From an optimization exercise on the open Yosys and OpenROAD flow, aimed at small area and a short achievable clock period; shortcuts taken in it are not production practice. Power is estimated from default activity; no workload was simulated.

==> module ALM10_SOA_grp, before the edit <==
module ALM10_SOA_grp(input n3, input n2, input n1,
                     output s3, output s2, output s1, output s0, output [1:0] g);
    assign s3 = n3;
    assign s2 = ~n3 & n2;
    assign s1 = ~n3 & ~n2 & n1;
    assign s0 = ~n3 & ~n2 & ~n1;
    assign g[1] = n3 | n2;
    assign g[0] = n3 | (~n2 & n1);
endmodule
==> module ALM10_SOA_win, before the edit <==
module ALM10_SOA_win(
    input  [15:0] x,
    output [1:0]  g,
    output [10:1] w,
    output        xz
    );
    wire sg = x[15];
    wire [14:0] a;
    genvar i;
    generate for (i = 0; i < 15; i = i + 1) begin : abs
        c_xor2 u(.a(x[i]), .b(sg), .y(a[i]));
    end endgenerate
    wire n3, n2, n1, z0;
    wire [5:0] o;
    c_nor2 uo0(.a(a[11]), .b(a[10]), .y(o[0]));
    c_nor2 uo1(.a(a[9]),  .b(a[8]),  .y(o[1]));
    c_nor2 uo2(.a(a[7]),  .b(a[6]),  .y(o[2]));
    c_nor2 uo3(.a(a[5]),  .b(a[4]),  .y(o[3]));
    c_nor2 uo4(.a(a[13]), .b(a[12]), .y(o[4]));
    c_nor2 uo5(.a(a[3]),  .b(a[2]),  .y(o[5]));
    c_nand2 un2(.a(o[0]), .b(o[1]), .y(n2));
    c_nand2 un1(.a(o[2]), .b(o[3]), .y(n1));
    wire a14n;
    c_inv un3a(.a(a[14]), .y(a14n));
    c_nand2 un3(.a(o[4]), .b(a14n), .y(n3));
    c_nor3 uz0(.a(a[1]), .b(a[0]), .c(~o[5]), .y(z0));
    wire s3, s2, s1, s0;
    ALM10_SOA_grp ug(.n3(n3), .n2(n2), .n1(n1), .s3(s3), .s2(s2), .s1(s1), .s0(s0), .g(g));
    assign xz = ~sg & s0 & z0;
    c_ao3 uw10(.a0(a[11]), .a1(a[7]), .a2(a[3]), .s0(s2), .s1(s1), .s2(s0), .y(w[10]));
    c_ao4 uw9 (.a0(a[14]), .a1(a[10]), .a2(a[6]), .a3(a[2]), .s0(s3), .s1(s2), .s2(s1), .s3(s0), .y(w[9]));
    c_ao4 uw8 (.a0(a[13]), .a1(a[9]),  .a2(a[5]), .a3(a[1]), .s0(s3), .s1(s2), .s2(s1), .s3(s0), .y(w[8]));
    c_ao4 uw7 (.a0(a[12]), .a1(a[8]),  .a2(a[4]), .a3(a[0]), .s0(s3), .s1(s2), .s2(s1), .s3(s0), .y(w[7]));
    c_ao3 uw6 (.a0(a[11]), .a1(a[7]), .a2(a[3]), .s0(s3), .s1(s2), .s2(s1), .y(w[6]));
    c_ao3 uw5 (.a0(a[10]), .a1(a[6]), .a2(a[2]), .s0(s3), .s1(s2), .s2(s1), .y(w[5]));
    c_ao3 uw4 (.a0(a[9]),  .a1(a[5]), .a2(a[1]), .s0(s3), .s1(s2), .s2(s1), .y(w[4]));
    c_ao3 uw3 (.a0(a[8]),  .a1(a[4]), .a2(a[0]), .s0(s3), .s1(s2), .s2(s1), .y(w[3]));
    c_ao2 uw2 (.a0(a[7]), .a1(a[3]), .s0(s3), .s1(s2), .y(w[2]));
    c_ao2 uw1 (.a0(a[6]), .a1(a[2]), .s0(s3), .s1(s2), .y(w[1]));
endmodule
==> module ALM10_SOA_norm, before the edit <==
module ALM10_SOA_norm(
    input  [1:0]  g,
    input  [10:1] w,
    output [3:0]  k,
    output [5:0]  f
    );
    wire [1:0] p;
    assign p[1] = w[10] | w[9];
    assign p[0] = w[10] | (~w[9] & w[8]);
    assign k = {g, p};
    genvar i;
    generate for (i = 0; i < 6; i = i + 1) begin : fr
        c_mux4 u(.a0(w[1+i]), .a1(w[2+i]), .a2(w[3+i]), .a3(w[4+i]), .s0(p[0]), .s1(p[1]), .y(f[i]));
    end endgenerate
endmodule
Settings: LEC_CHECK=0, CAP_MARGIN=20, CORE_MARGIN=2, CORE_UTILIZATION=40, SETUP_SLACK_MARGIN=4.2, SLEW_MARGIN=20, SYNTH_HIERARCHICAL=1; clock period 7.0 ns.
standard.sh (not shown) runs the stock make flow with config.mk's settings and CLKGATE_MAP_FILE= SYNTH_SCRIPT=/design/flow/synth_recipe.tcl, a recipe that flattens the netlist after the stock synthesis.
==> flow/flow/run.sh <==
#!/bin/bash
# The standard layout, with plain buffers (not delay cells) on the ports.
set -euo pipefail
bash standard.sh BUFFER_PORTS_ARGS="-buffer_cell sky130_fd_sc_hd__buf_1" ABC_LOAD_IN_FF=1 finish > flow_make.log 2>&1
Rerun with:
--- a/flow/design.v
+++ b/flow/design.v
@@ -13,10 +13,14 @@
     assign y = ~((a1 & a2) | (b1 & b2) | c1);
 endmodule
 module c_a222oi (input a1, input a2, input b1, input b2, input c1, input c2, output y);
     assign y = ~((a1 & a2) | (b1 & b2) | (c1 & c2));
 endmodule
+module c_a211oi (input a1, input a2, input b1, input c1, output y);
+    assign y = ~((a1 & a2) | b1 | c1);
+endmodule
+module c_or2 (input a, input b, output y); assign y = a | b; endmodule
 module c_nor3 (input a, input b, input c, output y); assign y = ~(a | b | c); endmodule
 module c_mux4 (input a0, input a1, input a2, input a3, input s0, input s1, output y);
     assign y = s1 ? (s0 ? a3 : a2) : (s0 ? a1 : a0);
 endmodule
 module c_ao4 (input a0, input a1, input a2, input a3,
@@ -27,19 +31,10 @@
     assign y = (a0 & s0) | (a1 & s1) | (a2 & s2);
 endmodule
 module c_ao2 (input a0, input a1, input s0, input s1, output y);
     assign y = (a0 & s0) | (a1 & s1);
 endmodule
-module ALM10_SOA_grp(input n3, input n2, input n1,
-                     output s3, output s2, output s1, output s0, output [1:0] g);
-    assign s3 = n3;
-    assign s2 = ~n3 & n2;
-    assign s1 = ~n3 & ~n2 & n1;
-    assign s0 = ~n3 & ~n2 & ~n1;
-    assign g[1] = n3 | n2;
-    assign g[0] = n3 | (~n2 & n1);
-endmodule
 module ALM10_SOA_win(
     input  [15:0] x,
     output [1:0]  g,
     output [10:1] w,
     output        xz
@@ -48,11 +43,11 @@
     wire [14:0] a;
     genvar i;
     generate for (i = 0; i < 15; i = i + 1) begin : abs
         c_xor2 u(.a(x[i]), .b(sg), .y(a[i]));
     end endgenerate
-    wire n3, n2, n1, z0;
+    wire n2, n1, z0;
     wire [5:0] o;
     c_nor2 uo0(.a(a[11]), .b(a[10]), .y(o[0]));
     c_nor2 uo1(.a(a[9]),  .b(a[8]),  .y(o[1]));
     c_nor2 uo2(.a(a[7]),  .b(a[6]),  .y(o[2]));
     c_nor2 uo3(.a(a[5]),  .b(a[4]),  .y(o[3]));
@@ -60,14 +55,18 @@
     c_nor2 uo5(.a(a[3]),  .b(a[2]),  .y(o[5]));
     c_nand2 un2(.a(o[0]), .b(o[1]), .y(n2));
     c_nand2 un1(.a(o[2]), .b(o[3]), .y(n1));
     wire a14n;
     c_inv un3a(.a(a[14]), .y(a14n));
-    c_nand2 un3(.a(o[4]), .b(a14n), .y(n3));
     c_nor3 uz0(.a(a[1]), .b(a[0]), .c(~o[5]), .y(z0));
     wire s3, s2, s1, s0;
-    ALM10_SOA_grp ug(.n3(n3), .n2(n2), .n1(n1), .s3(s3), .s2(s2), .s1(s1), .s0(s0), .g(g));
+    c_nand2 us3(.a(o[4]), .b(a14n), .y(s3));
+    c_a21oi us2(.a1(o[0]), .a2(o[1]), .b1(s3), .y(s2));
+    c_a211oi us1(.a1(o[2]), .a2(o[3]), .b1(s3), .c1(n2), .y(s1));
+    c_nor3 us0(.a(s3), .b(n2), .c(n1), .y(s0));
+    c_or2 ug1(.a(s3), .b(n2), .y(g[1]));
+    c_or2 ug0(.a(s3), .b(s1), .y(g[0]));
     assign xz = ~sg & s0 & z0;
     c_ao3 uw10(.a0(a[11]), .a1(a[7]), .a2(a[3]), .s0(s2), .s1(s1), .s2(s0), .y(w[10]));
     c_ao4 uw9 (.a0(a[14]), .a1(a[10]), .a2(a[6]), .a3(a[2]), .s0(s3), .s1(s2), .s2(s1), .s3(s0), .y(w[9]));
     c_ao4 uw8 (.a0(a[13]), .a1(a[9]),  .a2(a[5]), .a3(a[1]), .s0(s3), .s1(s2), .s2(s1), .s3(s0), .y(w[8]));
     c_ao4 uw7 (.a0(a[12]), .a1(a[8]),  .a2(a[4]), .a3(a[0]), .s0(s3), .s1(s2), .s2(s1), .s3(s0), .y(w[7]));
@@ -86,15 +85,24 @@
     );
     wire [1:0] p;
     assign p[1] = w[10] | w[9];
     assign p[0] = w[10] | (~w[9] & w[8]);
     assign k = {g, p};
+    wire [3:0] ph;                       
+    ALM10_SOA_oh4 uo(.w(w[10:8]), .ph(ph));
     genvar i;
     generate for (i = 0; i < 6; i = i + 1) begin : fr
-        c_mux4 u(.a0(w[1+i]), .a1(w[2+i]), .a2(w[3+i]), .a3(w[4+i]), .s0(p[0]), .s1(p[1]), .y(f[i]));
+        c_ao4 u(.a0(w[1+i]), .a1(w[2+i]), .a2(w[3+i]), .a3(w[4+i]),
+                .s0(ph[0]), .s1(ph[1]), .s2(ph[2]), .s3(ph[3]), .y(f[i]));
     end endgenerate
 endmodule
+module ALM10_SOA_oh4(input [10:8] w, output [3:0] ph);
+    assign ph[3] = w[10];
+    assign ph[2] = ~w[10] & w[9];
+    assign ph[1] = ~w[10] & ~w[9] & w[8];
+    assign ph[0] = ~w[10] & ~w[9] & ~w[8];
+endmodule
 module ALM10_SOA_add(
     input  [8:0] lx,
     input  [8:0] ly,
     input        fx0,
     input        fy0,
=> The changed run finished with timing, DRC and antenna clean. Worst setup slack got worse by 26 ps. Via count increases by 6.3%. Die area is lower by 0.36%. Non-clock buffer count increases by 1. Area after synthesis is lower by 0.38%. Maximum frequency fell by 0.90%. Sequential power barely changes. Hold slack degrades by 38 ps. Power shrinks by 8.5%. Cell area increases by 0.42%. Clock power went up by about 7%. Sequential cell count does not change. Clock-buffer cell count rose by 3. Wire length went up by 1.8%.
No run of this note included a check of the RTL's function; only the layout flow was run.

## afterwards: timing with drivers on the ports
No port has a modelled driver above. Below, the same layouts with a new extraction and two added sets of constraints.
Step 1, drivers: a clkbuf_16 drives clk and a buf_2 each remaining input, both assumed.
Step 2 also shifts input and output timing later by t, the mid clock arrival at the registers, as if the neighbouring blocks saw the same clock.
Slacks: ideal ports / drivers / drivers and shift; pairs: ideal ports / drivers.
| run | t (ns) | slack for setup (ns) | clock arrival spread, ns | pins driven straight from the clock port |
|---|---|---|---|---|
| the first run | 0.319 | 4.106 / 4.079 / 4.014 | 0.006 / 0.006 | 1 |
| the second run | 0.311 | 4.080 / 4.052 / 4.000 | 0.002 / 0.002 | 1 |
After both steps every run listed still meets setup and hold. The setup slack of the first run, which loses most, moves by -0.027 ns with the drivers and by -0.092 ns with both steps.
